Source: an optimization exercise on an open RTL-to-GDS flow (aim: small area and a short achievable clock period). Production flows keep margins and buffers that such runs may drop.
Where RTL was checked, it was by simulation tests only, not by an equivalence proof against the original.
Power is estimated from default activity; no workload was simulated.

==> inputs of yarrow <==
// my_fir
module my_fir
#(parameter F=10)
(
input logic                clk,
input logic                rst,
input logic signed  [15:0] filter_in,
output logic signed [31:0] filter_out
    );
export LEC_CHECK = 0
export ABC_CLOCK_PERIOD_IN_PS = 2600
export CAP_MARGIN = 20
export CORE_MARGIN = 2
export CORE_UTILIZATION = 60
export CTS_CLUSTER_DIAMETER = 80
export CTS_CLUSTER_SIZE = 18
export PLACE_DENSITY = 0.75
export SETUP_SLACK_MARGIN = 3.85
export SLEW_MARGIN = 20
export SYNTH_HIERARCHICAL = 1
create_clock -name core_clock -period 6.5 [get_ports {clk}]
run.sh (not shown) runs the stock make flow with config.mk's settings and CLKGATE_MAP_FILE= SYNTH_SCRIPT=/design/flow/synth_recipe.tcl, a recipe that flattens the netlist after the stock synthesis.
==> inputs of pepper, as changes to yarrow <==
SETUP_SLACK_MARGIN = 3.75   (was 3.85)
==> comparison table <==
| quantity | yarrow | pepper |
|---|---|---|
| Run status | finished clean | finished clean |
| Met2 track demand over resource in global routing | 46.5% | 46.2% |
| Number of post-CTS setup repair buffers | 6 | 4 |
| Maximum fanout along the worst path | 4 | 3 |
| Vias in the first global route | 21.5k | 21.5k |
| Met1 track utilization from global routing | 42.6% | 42.6% |
| Average via count per standard cell | 5.56 | 5.60 |
| Worst Setup Slack, final | 3.70 ns | 3.66 ns |
| Total area of multi-input combinational cells | 18900 um2 | 18900 um2 |
| Final hold slack | 0.349 ns | 0.347 ns |
| GRT met3 Usage | 5.44% | 5.43% |
| Data arrival time of the worst path | 3.28 ns | 3.32 ns |
| Metal-1 WL | 38.4 mm | 37.9 mm |
| Proportion of power drawn by flip-flops and latches | 32.2% | 32.3% |
No functional check of the RTL was part of any run of this note.


==> inputs of run a <==
my_fir, a different RTL version from the one above (not shown whole).
clock: 6.5 ns
lec_check: 0
abc_clock_period_in_ps: 2600
cap_margin: 20
core_margin: 2
core_utilization: 60
cts_cluster_diameter: 100
cts_cluster_size: 24
place_density: 0.75
setup_slack_margin: 4.0
slew_margin: 20
synth_hierarchical: 1
standard.sh (not shown) runs the stock make flow with config.mk's settings and CLKGATE_MAP_FILE= SYNTH_SCRIPT=/design/flow/synth_recipe.tcl, a recipe that flattens the netlist after the stock synthesis.
==> flow/flow/run.sh <==
#!/bin/bash
# Standard layout, but the port buffers inserted before placement are plain
# buffers (buf_2) instead of the resizer's default delay cell; everything
# else is the standard flow (standard.sh).
export BUFFER_PORTS_ARGS="-buffer_cell sky130_fd_sc_hd__buf_2"
bash standard.sh > standard.log 2>&1
status=$?
cp standard.sh my_standard_copy.sh.txt 2>/dev/null
exit $status
==> run b (differences from run a) <==
--- a/flow/design.v
+++ b/flow/design.v
@@ -372,12 +372,13 @@
 logic h_4324;
 logic h_4325;
 logic h_4326;
 logic h_4327;
 logic h_4328;
 logic [21:0] q;
+logic qs;    
 always @(posedge clk, posedge rst)
   if (rst) begin
     for (int i = 0; i < 16; i++) d[i] <= '0;
     pr2 <= 17'd0;
     pr3 <= 17'd0;
     pr4 <= 17'd0;
@@ -749,14 +750,16 @@
     h_4324 <= 1'b0;
     h_4325 <= 1'b0;
     h_4326 <= 1'b0;
     h_4327 <= 1'b0;
     h_4328 <= 1'b0;
     q <= '0;
+    qs <= 1'b0;
   end else begin
     d[0] <= filter_in;
+    qs <= sdup_;
     for (int i = 1; i < 16; i++) d[i] <= d[i-1];
     pr2 <= pr2_d;
     pr3 <= pr3_d;
     pr4 <= pr4_d;
     pr5 <= pr5_d;
     pr6 <= pr6_d;
@@ -2652,14 +2655,16 @@
 wire s4280, c4281;
 fa_ us4280 (~r1_3946, r1_3947, r1_3948, s4280, c4281);
 wire s4284, c4285;
 fa_ us4284 (r1_3949, ~r1_3950, c4281, s4284, c4285);
 wire [8:0] lsum_ = {1'b0, ~s4068, ~s4060, ~r1_3860, ~r1_3858, ~r1_3857, ~r1_3855, ~r1_3854, ~r1_3852} + {1'b0, 1'b0, 1'b0, ~r1_3861, ~r1_3859, 1'b0, ~r1_3856, 1'b0, ~r1_3853};
 wire [21:0] acc_;
-cpa_ ucpa_ ({lc_, h_4328, h_4326, h_4324, h_4321, h_4319, h_4316, h_4314, h_4311, h_4309, h_4307, h_4304, h_4302, h_4300, h_4298, h_4296, h_4294, h_4290, h_4327, h_4325, h_4323, h_4322, h_4320, h_4318, h_4317, h_4315, h_4313, h_4312, h_4310, h_4308, h_4306, h_4305, h_4303, h_4301, h_4299, h_4297, h_4295, h_4293, h_4292, h_4291, h_4289, h_4288}, acc_);
-assign filter_out = {{10{q[21]}}, q};
+wire pt_, gt_, sdup_;
+cpa_ ucpa_ ({lc_, h_4328, h_4326, h_4324, h_4321, h_4319, h_4316, h_4314, h_4311, h_4309, h_4307, h_4304, h_4302, h_4300, h_4298, h_4296, h_4294, h_4290, h_4327, h_4325, h_4323, h_4322, h_4320, h_4318, h_4317, h_4315, h_4313, h_4312, h_4310, h_4308, h_4306, h_4305, h_4303, h_4301, h_4299, h_4297, h_4295, h_4293, h_4292, h_4291, h_4289, h_4288}, acc_, pt_, gt_);
+x2_ usdup_ (pt_, gt_, sdup_);
+assign filter_out = {{5{qs}}, {5{q[21]}}, q};
 endmodule
 module fa_ (input logic a, input logic b, input logic c, output logic s, output logic co);
 assign s = a ^ b ^ c;
 assign co = (a & b) | (a & c) | (b & c);
 endmodule
 module anb_ (input logic a, input logic b, output logic y);
@@ -2750,13 +2755,13 @@
 wire p__g16_0 = p__g16_16 | (p__p16_16 & p__g15_0);
 assign p = {p__p16_16 ^ p__g15_0, p__p15_15 ^ p__g14_0, p__p14_14 ^ p__g13_0, p__p13_13 ^ p__g12_0, p__p12_12 ^ p__g11_0, p__p11_11 ^ p__g10_0, p__p10_10 ^ p__g9_0, p__p9_9 ^ p__g8_0, p__p8_8 ^ p__g7_0, p__p7_7 ^ p__g6_0, p__p6_6 ^ p__g5_0, p__p5_5 ^ p__g4_0, p__p4_4 ^ p__g3_0, p__p3_3 ^ p__g2_0, p__p2_2 ^ p__g1_0, p__p1_1 ^ p__g0_0, p__p0_0};
 endmodule
 module x2_ (input logic a, input logic b, output logic y);
 assign y = a ^ b;
 endmodule
-module cpa_ (input logic [41:0] i, output logic [21:0] y);
+module cpa_ (input logic [41:0] i, output logic [21:0] y, output logic pt, output logic gt);
 wire g0_0 = i[41];
 wire p0_0 = 1'b0;
 wire g1_1 = ~i[0] & 1'b0;
 wire p1_1 = ~i[0] ^ 1'b0;
 wire g2_2 = ~i[1] & i[24];
 wire p2_2 = ~i[1] ^ i[24];
@@ -2862,7 +2867,9 @@
 wire g16_0 = g16_16 | (p16_16 & g15_0);
 wire g18_0 = g18_18 | (p18_18 & g17_0);
 wire g20_0 = g20_20 | (p20_20 & g19_0);
 wire g22_0 = g22_22 | (p22_22 & g21_0);
 wire g24_0 = g24_24 | (p24_24 & g23_0);
 assign y = {p24_24 ^ g23_0, p23_23 ^ g22_0, p22_22 ^ g21_0, p21_21 ^ g20_0, p20_20 ^ g19_0, p19_19 ^ g18_0, p18_18 ^ g17_0, p17_17 ^ g16_0, p16_16 ^ g15_0, p15_15 ^ g14_0, p14_14 ^ g13_0, p13_13 ^ g12_0, p12_12 ^ g11_0, p11_11 ^ g10_0, p10_10 ^ g9_0, p9_9 ^ g8_0, p8_8 ^ g7_0, p7_7 ^ g6_0, p6_6 ^ g5_0, p5_5 ^ g4_0, p4_4 ^ g3_0, p3_3 ^ g2_0};
+assign pt = p24_24;
+assign gt = g23_0;
 endmodule
Settings changed: CTS_CLUSTER_DIAMETER 100 to 110, CTS_CLUSTER_SIZE 24 to 28, SETUP_SLACK_MARGIN 4.0 to 4.1.
==> run c (differences from run a) <==
--- a/flow/design.v
+++ b/flow/design.v
@@ -372,12 +372,13 @@
 logic h_4324;
 logic h_4325;
 logic h_4326;
 logic h_4327;
 logic h_4328;
 logic [21:0] q;
+logic qs;    
 always @(posedge clk, posedge rst)
   if (rst) begin
     for (int i = 0; i < 16; i++) d[i] <= '0;
     pr2 <= 17'd0;
     pr3 <= 17'd0;
     pr4 <= 17'd0;
@@ -749,14 +750,16 @@
     h_4324 <= 1'b0;
     h_4325 <= 1'b0;
     h_4326 <= 1'b0;
     h_4327 <= 1'b0;
     h_4328 <= 1'b0;
     q <= '0;
+    qs <= 1'b0;
   end else begin
     d[0] <= filter_in;
+    qs <= sdup_;
     for (int i = 1; i < 16; i++) d[i] <= d[i-1];
     pr2 <= pr2_d;
     pr3 <= pr3_d;
     pr4 <= pr4_d;
     pr5 <= pr5_d;
     pr6 <= pr6_d;
@@ -2652,14 +2655,16 @@
 wire s4280, c4281;
 fa_ us4280 (~r1_3946, r1_3947, r1_3948, s4280, c4281);
 wire s4284, c4285;
 fa_ us4284 (r1_3949, ~r1_3950, c4281, s4284, c4285);
 wire [8:0] lsum_ = {1'b0, ~s4068, ~s4060, ~r1_3860, ~r1_3858, ~r1_3857, ~r1_3855, ~r1_3854, ~r1_3852} + {1'b0, 1'b0, 1'b0, ~r1_3861, ~r1_3859, 1'b0, ~r1_3856, 1'b0, ~r1_3853};
 wire [21:0] acc_;
-cpa_ ucpa_ ({lc_, h_4328, h_4326, h_4324, h_4321, h_4319, h_4316, h_4314, h_4311, h_4309, h_4307, h_4304, h_4302, h_4300, h_4298, h_4296, h_4294, h_4290, h_4327, h_4325, h_4323, h_4322, h_4320, h_4318, h_4317, h_4315, h_4313, h_4312, h_4310, h_4308, h_4306, h_4305, h_4303, h_4301, h_4299, h_4297, h_4295, h_4293, h_4292, h_4291, h_4289, h_4288}, acc_);
-assign filter_out = {{10{q[21]}}, q};
+wire pt_, gt_, sdup_;
+cpa_ ucpa_ ({lc_, h_4328, h_4326, h_4324, h_4321, h_4319, h_4316, h_4314, h_4311, h_4309, h_4307, h_4304, h_4302, h_4300, h_4298, h_4296, h_4294, h_4290, h_4327, h_4325, h_4323, h_4322, h_4320, h_4318, h_4317, h_4315, h_4313, h_4312, h_4310, h_4308, h_4306, h_4305, h_4303, h_4301, h_4299, h_4297, h_4295, h_4293, h_4292, h_4291, h_4289, h_4288}, acc_, pt_, gt_);
+x2_ usdup_ (pt_, gt_, sdup_);
+assign filter_out = {{5{qs}}, {5{q[21]}}, q};
 endmodule
 module fa_ (input logic a, input logic b, input logic c, output logic s, output logic co);
 assign s = a ^ b ^ c;
 assign co = (a & b) | (a & c) | (b & c);
 endmodule
 module anb_ (input logic a, input logic b, output logic y);
@@ -2750,13 +2755,13 @@
 wire p__g16_0 = p__g16_16 | (p__p16_16 & p__g15_0);
 assign p = {p__p16_16 ^ p__g15_0, p__p15_15 ^ p__g14_0, p__p14_14 ^ p__g13_0, p__p13_13 ^ p__g12_0, p__p12_12 ^ p__g11_0, p__p11_11 ^ p__g10_0, p__p10_10 ^ p__g9_0, p__p9_9 ^ p__g8_0, p__p8_8 ^ p__g7_0, p__p7_7 ^ p__g6_0, p__p6_6 ^ p__g5_0, p__p5_5 ^ p__g4_0, p__p4_4 ^ p__g3_0, p__p3_3 ^ p__g2_0, p__p2_2 ^ p__g1_0, p__p1_1 ^ p__g0_0, p__p0_0};
 endmodule
 module x2_ (input logic a, input logic b, output logic y);
 assign y = a ^ b;
 endmodule
-module cpa_ (input logic [41:0] i, output logic [21:0] y);
+module cpa_ (input logic [41:0] i, output logic [21:0] y, output logic pt, output logic gt);
 wire g0_0 = i[41];
 wire p0_0 = 1'b0;
 wire g1_1 = ~i[0] & 1'b0;
 wire p1_1 = ~i[0] ^ 1'b0;
 wire g2_2 = ~i[1] & i[24];
 wire p2_2 = ~i[1] ^ i[24];
@@ -2862,7 +2867,9 @@
 wire g16_0 = g16_16 | (p16_16 & g15_0);
 wire g18_0 = g18_18 | (p18_18 & g17_0);
 wire g20_0 = g20_20 | (p20_20 & g19_0);
 wire g22_0 = g22_22 | (p22_22 & g21_0);
 wire g24_0 = g24_24 | (p24_24 & g23_0);
 assign y = {p24_24 ^ g23_0, p23_23 ^ g22_0, p22_22 ^ g21_0, p21_21 ^ g20_0, p20_20 ^ g19_0, p19_19 ^ g18_0, p18_18 ^ g17_0, p17_17 ^ g16_0, p16_16 ^ g15_0, p15_15 ^ g14_0, p14_14 ^ g13_0, p13_13 ^ g12_0, p12_12 ^ g11_0, p11_11 ^ g10_0, p10_10 ^ g9_0, p9_9 ^ g8_0, p8_8 ^ g7_0, p7_7 ^ g6_0, p6_6 ^ g5_0, p5_5 ^ g4_0, p4_4 ^ g3_0, p3_3 ^ g2_0};
+assign pt = p24_24;
+assign gt = g23_0;
 endmodule
Settings changed: CORE_UTILIZATION 60 to 66, PLACE_DENSITY 0.75 to 0.8, SETUP_SLACK_MARGIN 4.0 to 4.1.
==> results.toml <==
[outcome]
status = "no timing/DRC/antenna violations"

[clock_network]
clkSinkCount = 747

[cells_and_area]
area_growth_syn_to_layout_pct = 8.21
n_all_buffers = 98
nFillCells = 3479
final_cell_mix = "fa_1 (726), dfrtp_1 (557), inv_1 (261), ha_1 (109), dfrtp_2 (105)"
multi_input_gates = 1215

[worst_setup_path]
r2r_slack_ps = 4050

[placed_design]
hpwlAfterDp_mm = 74.3

[sta]
relSlewSlack_pct = 32.1

[yosys]
netlist_area_um2 = 38500

[routing]
drtIter0Drc = 1884
(the above is from run c)
==> results.toml <==
[cells_and_area]
area_growth_syn_to_layout_pct = 7.96
final_cell_mix = "fa_1 (724), dfrtp_1 (569), inv_1 (260), ha_1 (108), dfrtp_2 (95)"
multi_input_gates = 1215
nFillCells = 4339

[placed_design]
hpwlAfterDp_mm = 72.9

[outcome]
status = "no timing/DRC/antenna violations"

[routing]
drtIter0Drc = 1630

[worst_setup_path]
r2r_slack_ps = 4090

[clock_network]
clkSinkCount = 747
(the above is from run b)
==> results.toml <==
[clock_network]
clkSinkCount = 746
cts_tree = "done"

[worst_setup_path]
path_depth = 1
worst_path_max_delay_cell = "dfrtp_2"
r2r_slack_ps = 4020

[sta]
relSlewSlack_pct = 42.1

[cells_and_area]
area_growth_syn_to_layout_pct = 7.20
multi_input_gates = 1218
n_all_buffers = 70
nFillCells = 4352
final_cell_mix = "fa_1 (735), dfrtp_1 (590), inv_1 (268), ha_1 (112), dfrtp_2 (80)"

[outcome]
status = "no timing/DRC/antenna violations"

[routing]
drtIter0Drc = 1659

[placed_design]
hpwlAfterDp_mm = 75.8

[yosys]
netlist_area_um2 = 38500
(the above is from run a)


==> 10-05: inputs <==
my_fir, a different RTL version from the one above (not shown whole).
// my_fir
module my_fir
#(parameter F=10)
(
input logic                clk,
input logic                rst,
input logic signed  [15:0] filter_in,
output logic signed [31:0] filter_out
    );
logic signed [15:0] d [0:15];
logic r0_1971;
logic r0_1972;
logic r0_1973;
logic r0_1974;
logic r0_1975;
logic r0_1976;
logic r0_1977;
logic r0_1978;
logic r0_1979;
logic r0_1980;
logic r0_1981;
logic r0_1982;
logic r0_1983;
logic r0_1984;
logic r0_1985;
logic r0_1986;
logic r0_1987;
logic r0_1988;
logic r0_1989;
logic r0_1990;
logic r0_1991;
logic r0_1992;
logic r0_1993;
logic r0_1994;
logic r0_1995;
logic r0_1996;
logic r0_1997;
logic r0_1998;
logic r0_1999;
logic r0_2000;
logic r0_2001;
logic r0_2002;
logic r0_2003;
logic r0_2004;
logic r0_2005;
logic r0_2006;
logic r0_2007;
logic r0_2008;
logic r0_2009;
logic r0_2010;
logic r0_2011;
logic r0_2012;
logic r0_2013;
logic r0_2014;
logic r0_2015;
logic r0_2016;
logic r0_2017;
logic r0_2018;
logic r0_2019;
logic r0_2020;
logic r0_2021;
logic r0_2022;
logic r0_2023;
logic r0_2024;
logic r0_2025;
logic r0_2026;
logic r0_2027;
logic r0_2028;
logic r0_2029;
logic r0_2030;
logic r0_2031;
logic r0_2032;
logic r0_2033;
logic r0_2034;
logic r0_2035;
logic r0_2036;
logic r0_2037;
logic r0_2038;
logic r0_2039;
logic r0_2040;
logic r0_2041;
logic r0_2042;
logic r0_2043;
  ...
==> flow/config.mk <==
export PLATFORM = sky130hd
export DESIGN_NAME = my_fir
export DESIGN_NICKNAME = my_fir
export VERILOG_FILES = /design/flow/design.v
export SDC_FILE = /design/flow/constraint.sdc
export NUM_CORES = 4
export LEC_CHECK = 0
export ABC_CLOCK_PERIOD_IN_PS = 2600
export CAP_MARGIN = 20
export CORE_MARGIN = 2
export CORE_UTILIZATION = 60
export CTS_CLUSTER_DIAMETER = 100
export CTS_CLUSTER_SIZE = 24
export PLACE_DENSITY = 0.75
export SETUP_SLACK_MARGIN = 3.95
export SLEW_MARGIN = 20
export SYNTH_HIERARCHICAL = 1
==> flow/constraint.sdc <==
create_clock -name core_clock -period 6.5 [get_ports {clk}]
set_input_delay 1.3000 -clock core_clock [delete_from_list [all_inputs] [get_ports {clk}]]
set_output_delay 1.3000 -clock core_clock [all_outputs]
set_load 0.01 [all_outputs]
Scripts as last shown in full above: flow/flow/run.sh
==> 11-16 (differences from 10-05) <==
CORE_UTILIZATION = 70   (was 60)
PLACE_DENSITY = 0.82   (was 0.75)
==> 12-20 (differences from 10-05) <==
==> flow/run.sh (new file) <==
#!/bin/bash
# synth_recipe.tcl (not shown) runs the flow's synth.tcl, then flattens the netlist and writes it again
# the make line also repeats each setting of config.mk as NAME=value (left out here)
make -C /OpenROAD-flow-scripts/flow DESIGN_CONFIG=/design/flow/config.mk WORK_HOME=/design/flow/orfs CLKGATE_MAP_FILE= SYNTH_SCRIPT=/design/flow/synth_recipe.tcl finish
CTS_CLUSTER_DIAMETER = 80   (was 100)
CTS_CLUSTER_SIZE = 18   (was 24)
removed: flow/flow/run.sh
removed: flow/standard.sh
==> run summary <==
Of 11-16 and 12-20, 11-16 has the higher clock skew (gap 0.0079 ns). In die area, 10-05 and 12-20 do not differ. In synthesized cell count, 11-16 and 10-05 do not differ. Sequential cell count is the same in 11-16 and 10-05. The lowest sequential share of layout area belongs to 12-20, the highest to 11-16. Core utilization, lowest first: 10-05, 12-20, 11-16. Wire length: 10-05 < 11-16 < 12-20. In clock power, 10-05 and 11-16 hardly differ. First-iteration DRC count, highest first: 10-05, 11-16, 12-20. Critical path depth: 10-05 > 11-16 > 12-20.

==> static timing again, ports no longer ideal <==
Ports are ideal in the flow. The routed layouts listed here were re-timed in OpenROAD.
Step 1 (the two cells are an assumption about what drives the block):
set clk [get_ports {clk}]
set_driving_cell -lib_cell sky130_fd_sc_hd__clkbuf_16 $clk
set_driving_cell -lib_cell sky130_fd_sc_hd__buf_2 [delete_from_list [all_inputs] $clk]
Step 2 moves the port delays by t, midway between the first and last clock arrival at a register: inputs arrive t later, outputs are due t later. That takes back most of the time a late clock gives input paths.
Three values: ideal, step 1, step 2; two values: the first two.
| run | t, ns | slack for setup (ns) | worst hold slack (ns) | worst data-port slew with drivers (ns) | cell pins on the clock port's net |
|---|---|---|---|---|---|
| yarrow | 0.652 | 3.705 / 3.705 / 3.628 | 0.349 / 0.349 / 0.349 | 0.04 | 1 |
| pepper | 0.651 | 3.664 / 3.664 / 3.641 | 0.347 / 0.347 / 0.347 | 0.04 | 1 |
| run a | 0.655 | 3.993 / 3.928 / 3.764 | 0.351 / 0.351 / 0.351 | 0.03 | 1 |
| run b | 0.697 | 3.997 / 3.937 / 3.653 | 0.349 / 0.349 / 0.349 | 0.03 | 1 |
| run c | 0.662 | 4.027 / 3.963 / 3.700 | 0.335 / 0.335 / 0.335 | 0.04 | 1 |
| 10-05 | 0.645 | 3.923 / 3.923 / 3.604 | 0.353 / 0.353 / 0.353 | 0.03 | 1 |
| 11-16 | 0.642 | 3.921 / 3.921 / 3.580 | 0.354 / 0.354 / 0.354 | 0.04 | 1 |
| 12-20 | 0.669 | 3.889 / 3.826 / 3.313 | 0.351 / 0.351 / 0.351 | 0.04 | 1 |
After both steps setup and hold are still met in every run listed. For 12-20, which loses most, drivers alone change the setup slack by -0.063 ns; drivers and shift together by -0.576 ns. The worst setup slack also covers recovery checks on asynchronous resets.
